Context: an optimization exercise on an open-source flow, tuned for small area and a short achievable clock period. The choices shown serve that exercise and are no tape-out recipe. Only simulation tests tie the RTL to the original design; equivalence was not proved.

==> flow/design.v (outline; a module is shown in full before it is edited, if it fits) <==
// module fixed: 16 lines
// module fir: 741 lines
// module add_ks_20: 145 lines
// module add_rip_13: 9 lines
// module add_rip_14: 9 lines
// module add_o16: 72 lines
// module add_f11: 42 lines
module fir (
input [15:0] signal,
input clk,
output [15:0] out,
output [15:0] f1,
output [31:0] f2,f3,f4,
output [15:0] fo1
);
  // ...
==> flow/flow/run.sh <==
#!/bin/bash
# The standard layout (the standard.sh); the ports are buffered by flow/ports.tcl
# instead of by ORFS's own buffer_ports call, and clock tree synthesis gets its
# arguments from CTS_ARGS.
bash standard.sh DONT_BUFFER_PORTS=1 POST_GLOBAL_PLACE_TCL="$PWD/flow/ports.tcl" \
  CTS_ARGS="-sink_clustering_enable -repair_clock_nets -sink_clustering_size 40 -sink_clustering_max_diameter 60 -dont_use_dummy_load" finish > standard.log 2>&1
==> flow/flow/ports.tcl <==
# Port buffering, run right after global placement in place of ORFS's own
# buffer_ports: every input but the clock gets a buf_4, every output a buf_1.
buffer_ports -inputs -buffer_cell sky130_fd_sc_hd__buf_4
buffer_ports -outputs -buffer_cell sky130_fd_sc_hd__buf_1
==> flow/standard.sh <==
#!/bin/bash
# synth_recipe.tcl (not shown) runs the flow's synth.tcl, then flattens the netlist and writes it again
# the make line also repeats each setting of config.mk as NAME=value (left out here)
make -C /OpenROAD-flow-scripts/flow DESIGN_CONFIG=/design/flow/config.mk WORK_HOME=/design/flow/orfs CLKGATE_MAP_FILE= SYNTH_SCRIPT=/design/flow/synth_recipe.tcl "${@:-finish}"
==> flow/config.mk <==
export PLATFORM = sky130hd
export DESIGN_NAME = fir
export DESIGN_NICKNAME = fir
export VERILOG_FILES = /design/flow/design.v
export SDC_FILE = /design/flow/constraint.sdc
export NUM_CORES = 4
export LEC_CHECK = 0
export ABC_AREA = 1
export CAP_MARGIN = 20
export CORE_MARGIN = 2
export CORE_UTILIZATION = 40
export SLEW_MARGIN = 20
export SYNTH_HIERARCHICAL = 1
==> flow/constraint.sdc <==
create_clock -name core_clock -period 30.0 [get_ports {clk}]
set_input_delay 6.0000 -clock core_clock [delete_from_list [all_inputs] [get_ports {clk}]]
set_output_delay 6.0000 -clock core_clock [all_outputs]
set_load 0.01 [all_outputs]
==> flow_summary.ini, run 1 <==
[logic_synthesis]
yosysSeqAreaShare_pct = 30.9
synth_area_leaders = dfxtp_1 (31%), fa_1 (27%), ha_1 (11%), inv_1 (6.2%), nand2_1 (5.9%)
synth_fa_ha_area_share_pct = 38.5
synth_compound_area_share_pct = 3.72
async_flop_share_pct = 0

[placed_design]
pre_cts_slack_ns = 20.68
dp_cells = 2903

[layout]
seq_cells = 328
largest_reg_flops = 21
final_cell_mix = inv_1 (353), nand2_1 (333), dfxtp_1 (326), fa_1 (288), ha_1 (193)
multi_input_area_share_pct = 55.9
multi_input_cells = 1361
nNonClkInverters = 362

[grt]
grt_use_met3_pct = 1.79
grt_usage_pct = 18.0
antenna_found_initial = 1

[critical_path]
cp-endpoint = out[9]
reg2reg_from = m11d[0]

[floorplanning]
initial_core_util_pct = 40.4
pin_count = 161
core_sq_um = 52600
die_h_um = 234

[status]
status = no timing/DRC/antenna violations

[worst_hold_path]
worstHoldStart = ndh[4]

[cts]
clock_path_buffers = 3
clk_latency_ns = 0.57
cts.clk_slew.worst_paths_ns = 0.06

[detailed_routing]
wl_met2_um = 22300

[timing]
fmax_ghz = 0.109
fin_crit_sh_pct = 30.7
==> inputs of run 2 (changes only) <==
==> flow/flow/run.sh (replaced) <==
#!/bin/bash
# The standard layout (the standard.sh); flow/ports.tcl runs after global
# placement (port buffers, flip-flop drive), and clock tree synthesis gets its
# arguments from CTS_ARGS.
bash standard.sh DONT_BUFFER_PORTS=1 POST_GLOBAL_PLACE_TCL="$PWD/flow/ports.tcl" \
  CTS_ARGS="-sink_clustering_enable -repair_clock_nets -sink_clustering_size 40 -sink_clustering_max_diameter 60 -dont_use_dummy_load" finish > standard.log 2>&1
==> flow/flow/ports.tcl (replaced) <==
# Run right after global placement.
# Port buffering in place of ORFS's own buffer_ports: every input but the clock
# gets a buf_4, every output a buf_1.
buffer_ports -inputs -buffer_cell sky130_fd_sc_hd__buf_4
buffer_ports -outputs -buffer_cell sky130_fd_sc_hd__buf_1
# Stronger flip-flops (same cell, drive 4) for the registers that start the
# paths to the outputs, whose Q pins carry the largest loads.
foreach inst [get_cells *] {
  if {[regexp {^(n|s1|u)\[[0-9]+\]\$_DFF_P_$} [get_full_name $inst]] && [get_property $inst ref_name] eq "sky130_fd_sc_hd__dfxtp_1"} {
    replace_cell $inst sky130_fd_sc_hd__dfxtp_4
  }
}
==> flow_summary.ini, run 2 <==
[status]
status = no timing/DRC/antenna violations

[logic_synthesis]
ys_warn_count = 7
synth_flop_cell = dfxtp_1
synth_common_cells = inv_1 (353), nand2_1 (333), dfxtp_1 (328), fa_1 (288), ha_1 (193)
synth_area_leaders = dfxtp_1 (31%), fa_1 (27%), ha_1 (11%), inv_1 (6.2%), nand2_1 (5.9%)
async_flop_share_pct = 0
synth_edf_count = 0
yosysMostFrequentCell = inv_1
synth_cell_type_count = 49
syn_avg_cell_area_sq_um = 10.1
ys_seq_elements = 328
synth.largest_area_cell = dfxtp_1
yosysSeqAreaShare_pct = 30.9
netlist_area_sq_um = 21200
yosys.area.top_type_share_pct = 30.9
synthCells = 2108

[cts]
h-tree-depth = 1
cts_root_buf = clkbuf_16
cts.clk_slew.worst_paths_ns = 0.06
post_cts_buffers = 0
clock_sinks = 328
cts.repair.resized = 0
numCtsBuffers = 25
clk_latency_ns = 0.56
clock_path_buffers = 3
cts_tree = done
cts_hold_repair.buffers = 0

[detailed_routing]
drc_errors = 0
routed_wl_um = 47500
viasPerCell = 4.66
detail-route-antenna-nets = 0
drt_pre_antenna_iters = 7
route.detailed.wl_per_inst_um = 16.2
num_vias = 13600
drtIter0Drc = 698

[timing]
layout_setup_ws_ns = 21.02
slew_violations = 0
skew_ns = 0.0833
rsz0062_at_grt = false
min_period_ns = 8.98
max_slew_margin_pct = 36.0
fin_crit_sh_pct = 29.9
setup_tns_ns = 0
hold_viol_final = 0
finalSetupViolCount = 0
tightest_slew_ns = 0.959
fmax_ghz = 0.111

[layout]
seqCellArea_sq_um = 6740
regMostFlops = m45d
nets = 2740
drive_gt1_share_pct = 7.37
final_cell_mix = inv_1 (353), nand2_1 (333), fa_1 (288), dfxtp_1 (281), ha_1 (193)
finalCoreUtilization_pct = 44.0
final_cells = 2928
layout_commonest_cell = inv_1
synthToLayoutAreaGrowth_pct = 8.84
multi_input_area_sq_um = 12800
fill_cells = 5002
diodes = 0
top_regs = m45d x21, m11d x20, n x20
largest_reg_flops = 21

[grt]
antenna_found_initial = 1
grt_start_max_net_pins = 31
grt_pass1_vias = 14200
grt_usage_pct = 18.1
grt_pass1_wl_um = 76700
gr-total-overflow = 0

[job]
cap_viol_max_count = 0

[critical_path]
crit_path_start = n[11]
crit_fanout = 8
end_kind = output port
regToRegSetupSlack_ns = 21.09
worstPathArrival_ns = 2.98
reg2reg_from = m11d[0]
crit_path_start_kind = register
crit_required_ns = 24.00
worst-setup-path-type = register to output port
reg2reg_depth = 32
r2r_end = v6[15]

[floorplanning]
core_sq_um = 52600
initial_core_util_pct = 40.4
die_h_um = 234
std_cell_rows = 84
pin_count = 161
die-area_sq_um = 54900
die_x_um = 234

[worst_hold_path]
worstHoldStart = ndh[4]
hold_class = register to register
min_to = v15[3]
min_path_cells = 0

[placed_design]
place_hpwl_um = 39700
pre_cts_slack_ns = 20.69
dp_cells = 2903
portBuffers = 159

[power]
run 2: cell counts after synthesis:
No cell type changed its count.
run 2: worst max-delay path: stages, from the launching register on:
cell,delay [ns]
dfxtp_4,0.39
inv_1,0.09
fa_1,0.17
inv_1,0.06
fa_1,0.39
nand3_1,0.11
nand3_2,0.17
fa_1,0.43
xor2_1,0.45
buf_1,0.21
run 2: routing by layer:
metal	track usage, %	up-vias	wire [um]
met5	0	-	0
met4	2.69	0	545
met3	2.24	34	1820
met2	30.4	223	22400
met1	25.5	6649	22700
li1	-	6731	-
run 2: per-stage QoR:
stage                     hold WS [ns]  cell area (sq um)
after floorplan                  0.355              21200
after global placement           0.382              21700
after detailed placement         0.389              22500
after CTS                        0.396              23100
after global routing             0.400              23100
final                            0.393              23100
run 2: modules after synthesis, one instance, submodules excluded:
module | copies in the design | cells
fir | 1 | 1611
add_ks_20 | 1 | 223
add_f11 | 1 | 64
add_o16 | 1 | 129
add_rip_14 | 2 | 27
add_rip_13 | 1 | 27
run 2: worst max-delay path by stage:
| stage | end | slack (ns) | cells past startpoint |
|---|---|---|---|
| floorplan | n[13] | 21.32 | 23 |
| global placement | n[13] | 20.94 | 21 |
| detailed placement | n[13] | 20.69 | 22 |
| CTS | v6[15] | 20.97 | 32 |
| global route | v6[15] | 20.64 | 32 |
| finish | out[5] | 21.02 | 9 |
run 2: cells by family after synthesis:
logic type / share of synthesized area [%]
AND/OR/NAND/NOR: 13.9
adder cells (fa/ha/maj): 38.5
buffers and inverters: 8.77
flip-flops: 30.9
AO/OA/AOI/OAI: 3.72
XOR/XNOR: 4.08
other: 0.0177
run 2: layout make-up:
cell class	instances	share of cell area (%)
multi-input cells	1361	55.5
flip-flops and latches	328	29.2
inverters	362	5.91
well taps	688	3.73
repair buffers	164	3.01
clock buffers	25	2.71
==> inputs of run 3 (changes only) <==
--- a/flow/config.mk
+++ b/flow/config.mk
@@ -8,6 +8,7 @@
 export ABC_AREA = 1
 export CAP_MARGIN = 20
 export CORE_MARGIN = 2
-export CORE_UTILIZATION = 40
+export CORE_UTILIZATION = 50
+export PLACE_DENSITY = 0.65
 export SLEW_MARGIN = 20
 export SYNTH_HIERARCHICAL = 1
==> flow_summary.ini, run 3 <==
[status]
status = no timing/DRC/antenna violations

[layout]
diodes = 0
largest_reg_flops = 21
nets = 2741
top_regs = m45d x21, m11d x20, n x20
final_cells = 2780
final_cell_mix = inv_1 (353), nand2_1 (333), fa_1 (288), dfxtp_1 (281), ha_1 (193)
drive_gt1_share_pct = 7.41
regMostFlops = m45d
finalCoreUtilization_pct = 54.7
layout_commonest_cell = inv_1
synthToLayoutAreaGrowth_pct = 8.16

[logic_synthesis]
ys_seq_elements = 328
synth.largest_area_cell = dfxtp_1
yosys.area.top_type_share_pct = 30.9
ys_warn_count = 7
synth_area_leaders = dfxtp_1 (31%), fa_1 (27%), ha_1 (11%), inv_1 (6.2%), nand2_1 (5.9%)
synth_cell_type_count = 49
yosysMostFrequentCell = inv_1
async_flop_share_pct = 0
synth_flop_cell = dfxtp_1
synth_common_cells = inv_1 (353), nand2_1 (333), dfxtp_1 (328), fa_1 (288), ha_1 (193)
synth_edf_count = 0
netlist_area_sq_um = 21200
synthCells = 2108
yosysSeqAreaShare_pct = 30.9
syn_avg_cell_area_sq_um = 10.1

[cts]
clock_sinks = 328
cts.repair.resized = 0
numCtsBuffers = 27
cts_hold_repair.buffers = 0
clk_latency_ns = 0.59
cts_tree = done
h-tree-depth = 1
cts_root_buf = clkbuf_16
post_cts_buffers = 0
clock_path_buffers = 3
cts.clk_slew.worst_paths_ns = 0.07

[grt]
gr-total-overflow = 0
grt_pass1_vias = 14700
grt_usage_pct = 22.3
grt_pass1_wl_um = 76600
grtUsageMet1_pct = 31.6
antenna_found_initial = 0
use_met2_pct = 37.2
grt_use_met3_pct = 2.26
grt_start_max_net_pins = 31
grt_busiest_layer = met2

[timing]
finalSetupViolCount = 0
tightest_slew_ns = 0.766
layout_setup_ws_ns = 21.03
min_period_ns = 8.97
skew_ns = 0.0810
rsz0062_at_grt = false
setup_tns_ns = 0
max_slew_margin_pct = 48.8
hold_viol_final = 0
slew_violations = 0
fmax_ghz = 0.111
fin_crit_sh_pct = 29.9

[critical_path]
crit_required_ns = 24.00
worstPathArrival_ns = 2.97
end_kind = output port
reg2reg_from = m11d[0]
crit_path_start = n[11]
crit_path_start_kind = register
regToRegSetupSlack_ns = 21.12
crit_fanout = 8
worst-setup-path-type = register to output port

[floorplanning]
die-area_sq_um = 44100
pin_count = 161
core_sq_um = 41900
initial_core_util_pct = 50.6
die_h_um = 210
die_x_um = 210
std_cell_rows = 75

[detailed_routing]
route.detailed.wl_per_inst_um = 16.9
drc_errors = 0
drt_pre_antenna_iters = 6
num_vias = 13900
detail-route-antenna-nets = 0
viasPerCell = 5.00
drtIter0Drc = 720
routed_wl_um = 47000

[job]
cap_viol_max_count = 0

[placed_design]
place_hpwl_um = 38800
pre_cts_slack_ns = 20.72
portBuffers = 159
dp_cells = 2753

[worst_hold_path]
worstHoldStart = n[1]
hold_class = register to register
## run 3: cell counts after synthesis
No cell type changed its count.
## run 3: routing by layer
metal / vias up / part of all wire [%]
met5: - / 0
li1: 6720 / -
met3: 56 / 4.1
met4: 0 / 2.0
met1: 6845 / 47
met2: 291 / 47
## run 3: worst max-delay path, stage by stage, from the launching register on
cell and delay (ns):
dfxtp_4 0.42, inv_1 0.07, fa_1 0.37, inv_1 0.09, fa_1 0.20, nand3_1 0.10
nand3_2 0.12, nand2_1 0.10, nand2_4 0.16, inv_1 0.08, fa_1 0.38, xnor2_1 0.18
buf_1 0.17
## run 3: cell type report
type	count	area, sq um
sequential	328	6740
fill	3683	19000
clock buffer	27	676
timing repair buffer	163	687
inverter	362	1370
multi-input combinational	1361	12800
tap	539	674
## run 3: cells by family (layout without fill, tap and decap cells)
logic type | Yosys count | in the layout | share of synthesized area (%)
buf+inv | 424 | 552 | 8.77
compound gates | 136 | 136 | 3.72
other cells | 1 | 6 | 0.0177
xor+xnor | 99 | 99 | 4.08
flops | 328 | 328 | 30.9
fa+ha+maj | 481 | 481 | 38.5
simple gates | 639 | 639 | 13.9
## run 3: stage by stage
stage          instance area [sq um]  hold slack [ns]
3_3_place_gp                   21500            0.382
6_report                       23000            0.385
2_1_floorplan                  21200            0.355
3_5_place_dp                   22300            0.385
4_1_cts                        23000            0.382
5_1_grt                        23000            0.382
## run 3: path summary, 6_finish.rpt
| kind | end | cells after the start |
|---|---|---|
| setup / recovery | out[9] | 12 |
| hold / removal | m45d[1] | 0 |
| setup reg to reg | v7[15] | 29 |
| hold reg to reg | m45d[1] | 0 |
## run 3: Yosys stat by module, one instance, submodules excluded
module | cell area [sq um] | copies in the design
add_rip_13 | 299 | 1
add_rip_14 | 317 | 2
add_o16 | 761 | 1
fir | 17900 | 1
add_ks_20 | 1150 | 1
add_f11 | 440 | 1
==> inputs of run 4 (changes only) <==
--- a/flow/flow/ports.tcl
+++ b/flow/flow/ports.tcl
@@ -1,8 +1,15 @@
 # Run right after global placement.
 # Port buffering in place of ORFS's own buffer_ports: every input but the clock
-# gets a buf_4, every output a buf_1.
+# gets a buf_4, every output a buf_1; the sign and exponent inputs, which fan out
+# across the whole input shifter, get a buf_16 instead.
 buffer_ports -inputs -buffer_cell sky130_fd_sc_hd__buf_4
 buffer_ports -outputs -buffer_cell sky130_fd_sc_hd__buf_1
+set block [ord::get_db_block]
+foreach b {10 11 12 13 14 15} {
+  foreach it [[[$block findBTerm "signal\[$b\]"] getNet] getITerms] {
+    replace_cell [get_cells [[$it getInst] getName]] sky130_fd_sc_hd__buf_16
+  }
+}
 # Stronger flip-flops (same cell, drive 4) for the registers that start the
 # paths to the outputs, whose Q pins carry the largest loads.
 foreach inst [get_cells *] {
--- a/flow/config.mk
+++ b/flow/config.mk
@@ -8,7 +8,6 @@
 export ABC_AREA = 1
 export CAP_MARGIN = 20
 export CORE_MARGIN = 2
-export CORE_UTILIZATION = 50
-export PLACE_DENSITY = 0.65
+export CORE_UTILIZATION = 40
 export SLEW_MARGIN = 20
 export SYNTH_HIERARCHICAL = 1
==> flow_summary.ini, run 4 <==
[layout]
top_regs = m45d x21, m11d x20, n x20
final_cells = 2929
synthToLayoutAreaGrowth_pct = 9.52
seqCellArea_sq_um = 6740
nets = 2741
multi_input_area_sq_um = 12800
layout_commonest_cell = inv_1
drive_gt1_share_pct = 7.41
fill_cells = 5004
final_cell_mix = inv_1 (353), nand2_1 (333), fa_1 (288), dfxtp_1 (281), ha_1 (193)
diodes = 0
largest_reg_flops = 21
regMostFlops = m45d

[critical_path]
regToRegSetupSlack_ns = 21.01
worst_path_largest_cell_delay_ns = 0.48
r2r_end = v6[15]
crit_required_ns = 30.44
reg2reg_from = m11d[0]
critPathBufInv = 5
slowest_stage = fa_1
worstPathArrival_ns = 9.44
crit_fanout = 6
crit_path_start_kind = register
cpLargestDelayFamily = adder cells
reg2reg_depth = 32
end_kind = register
timing.critical_path.mode_cell = fa_1
worst-setup-path-type = register to register

[grt]
grt_start_max_net_pins = 31
grt_pass1_wl_um = 76700
gr-total-overflow = 0
grt_pass1_vias = 14300
antenna_found_initial = 1
grt_usage_pct = 18.1

[timing]
min_period_ns = 8.99
rsz0062_at_grt = false
skew_ns = 0.0549
finalSetupViolCount = 0
fin_crit_sh_pct = 30.0
max_slew_margin_pct = 35.3
hold_viol_final = 0
tightest_slew_ns = 0.969
setup_tns_ns = 0
fmax_ghz = 0.111
slew_violations = 0

[worst_hold_path]
min_to = m45d[1]
min_path_cells = 0
hold_class = register to register
worstHoldStart = n[1]

[cts]
clk_latency_ns = 0.57
clock_path_buffers = 3
post_cts_buffers = 0
cts.clk_slew.worst_paths_ns = 0.09
cts_tree = done
h-tree-depth = 1
cts_root_buf = clkbuf_16
clock_sinks = 328
cts.repair.resized = 0
numCtsBuffers = 26
cts_hold_repair.buffers = 0

[logic_synthesis]
synth_edf_count = 0
yosysSeqAreaShare_pct = 30.9
ys_warn_count = 7
synthCells = 2108
async_flop_share_pct = 0
synth.largest_area_cell = dfxtp_1
synth_area_leaders = dfxtp_1 (31%), fa_1 (27%), ha_1 (11%), inv_1 (6.2%), nand2_1 (5.9%)
netlist_area_sq_um = 21200
ys_seq_elements = 328
yosys.area.top_type_share_pct = 30.9
syn_avg_cell_area_sq_um = 10.1
synth_common_cells = inv_1 (353), nand2_1 (333), dfxtp_1 (328), fa_1 (288), ha_1 (193)
synth_cell_type_count = 49
yosysMostFrequentCell = inv_1
synth_flop_cell = dfxtp_1

[floorplanning]
std_cell_rows = 84
initial_core_util_pct = 40.4
pin_count = 161
die_h_um = 234
die_x_um = 234
die-area_sq_um = 54900
core_sq_um = 52600

[job]
cap_viol_max_count = 0

[placed_design]
place_hpwl_um = 39700
dp_cells = 2903
portBuffers = 159

[detailed_routing]
drc_errors = 0
routed_wl_um = 47800
detail-route-antenna-nets = 0
drt_pre_antenna_iters = 5
num_vias = 13700
viasPerCell = 4.67
route.detailed.wl_per_inst_um = 16.3
drtIter0Drc = 665

[status]
status = no timing/DRC/antenna violations
-- run 4: metrics by stage --
| step | util (%) | hold slack, ns | area, sq um | setup WS [ns] |
|---|---|---|---|---|
| 6_report | 44.2 | 0.385 | 23200 | 21.01 |
| 2_1_floorplan | - | 0.355 | 21200 | 21.32 |
| 3_5_place_dp | 43.0 | 0.390 | 22600 | 20.78 |
| 4_1_cts | 44.2 | 0.382 | 23200 | 20.90 |
| 3_3_place_gp | 41.2 | 0.382 | 21700 | 20.94 |
| 5_1_grt | 44.2 | 0.385 | 23200 | 20.60 |
-- run 4: worst max-delay path by stage --
stage	from	endpoint	slack, ns	depth (start not counted)
2_1_floorplan	signal[13]	n[13]	21.32	23
3_3_place_gp	signal[10]	n[13]	20.94	21
3_5_place_dp	signal[11]	n[13]	20.78	22
4_1_cts	m11d[0]	v6[15]	20.90	32
5_1_grt	m11d[0]	v6[15]	20.60	32
6_report	m11d[0]	v6[15]	21.01	32
-- run 4: area by class of cell --
type,instances,share of cell area (%)
clock buffers,26,2.80
inverters,362,5.88
multi-input cells,1361,55.1
flip-flops and latches,328,29.0
well taps,688,3.70
repair buffers,164,3.50
-- run 4: logic make-up (layout without fill, tap and decap cells) --
logic type	Yosys count	in the layout	synth area share (%)
AOI/OAI and AO/OA	136	136	3.72
xor gates and xnor gates	99	99	4.08
adders and majority gates	481	481	38.5
buffers and inverters	424	552	8.77
DFF	328	328	30.9
other	1	6	0.0177
and+or+nand+nor	639	639	13.9
-- run 4: routing by layer --
metal	vias up	part of all wire (%)	global-route usage, %
met1	6699	48	25.4
met4	0	1.2	3.14
met2	218	47	30.5
met3	40	3.8	2.15
li1	6713	-	-
met5	-	0	0
-- run 4: per-module statistics from Yosys, one instance, submodules excluded --
module / flip-flops and latches / cell area (sq um) / cells inside / copies in the design
add_f11: 0 / 440 / 64 / 1
add_ks_20: 0 / 1150 / 223 / 1
add_o16: 0 / 761 / 129 / 1
add_rip_13: 0 / 299 / 27 / 1
add_rip_14: 0 / 317 / 27 / 2
fir: 328 / 17900 / 1611 / 1

[port drivers added, routing unchanged]
In the flow no input, the clock included, has a driving cell. The finished layouts below were timed again as built, in two steps.
Step 1, drivers: a clkbuf_16 drives clk and a buf_2 each remaining input, both assumed.
Step 2 moves the port delays by t, midway between the first and last clock arrival at a register: inputs arrive t later, outputs are due t later. That takes back most of the time a late clock gives input paths.
Three values: ideal ports, drivers, drivers and shift; two values: the first two.
| run | t, ns | setup WS [ns] | slew at the worst register clock pin (ns) | worst slew at a driven data input, ns |
|---|---|---|---|---|
| run 1 | 0.588 | 20.799 / 20.745 / 20.619 | 0.09 / 0.09 | 0.03 |
| run 2 | 0.579 | 21.023 / 20.970 / 20.639 | 0.09 / 0.09 | 0.04 |
| run 3 | 0.603 | 21.030 / 20.977 / 20.653 | 0.09 / 0.09 | 0.04 |
| run 4 | 0.592 | 21.007 / 20.994 / 20.705 | 0.09 / 0.09 | 0.09 |
After both steps every run listed still meets setup and hold. The setup slack of run 2, which loses most, moves by -0.053 ns with the drivers and by -0.384 ns with both steps.
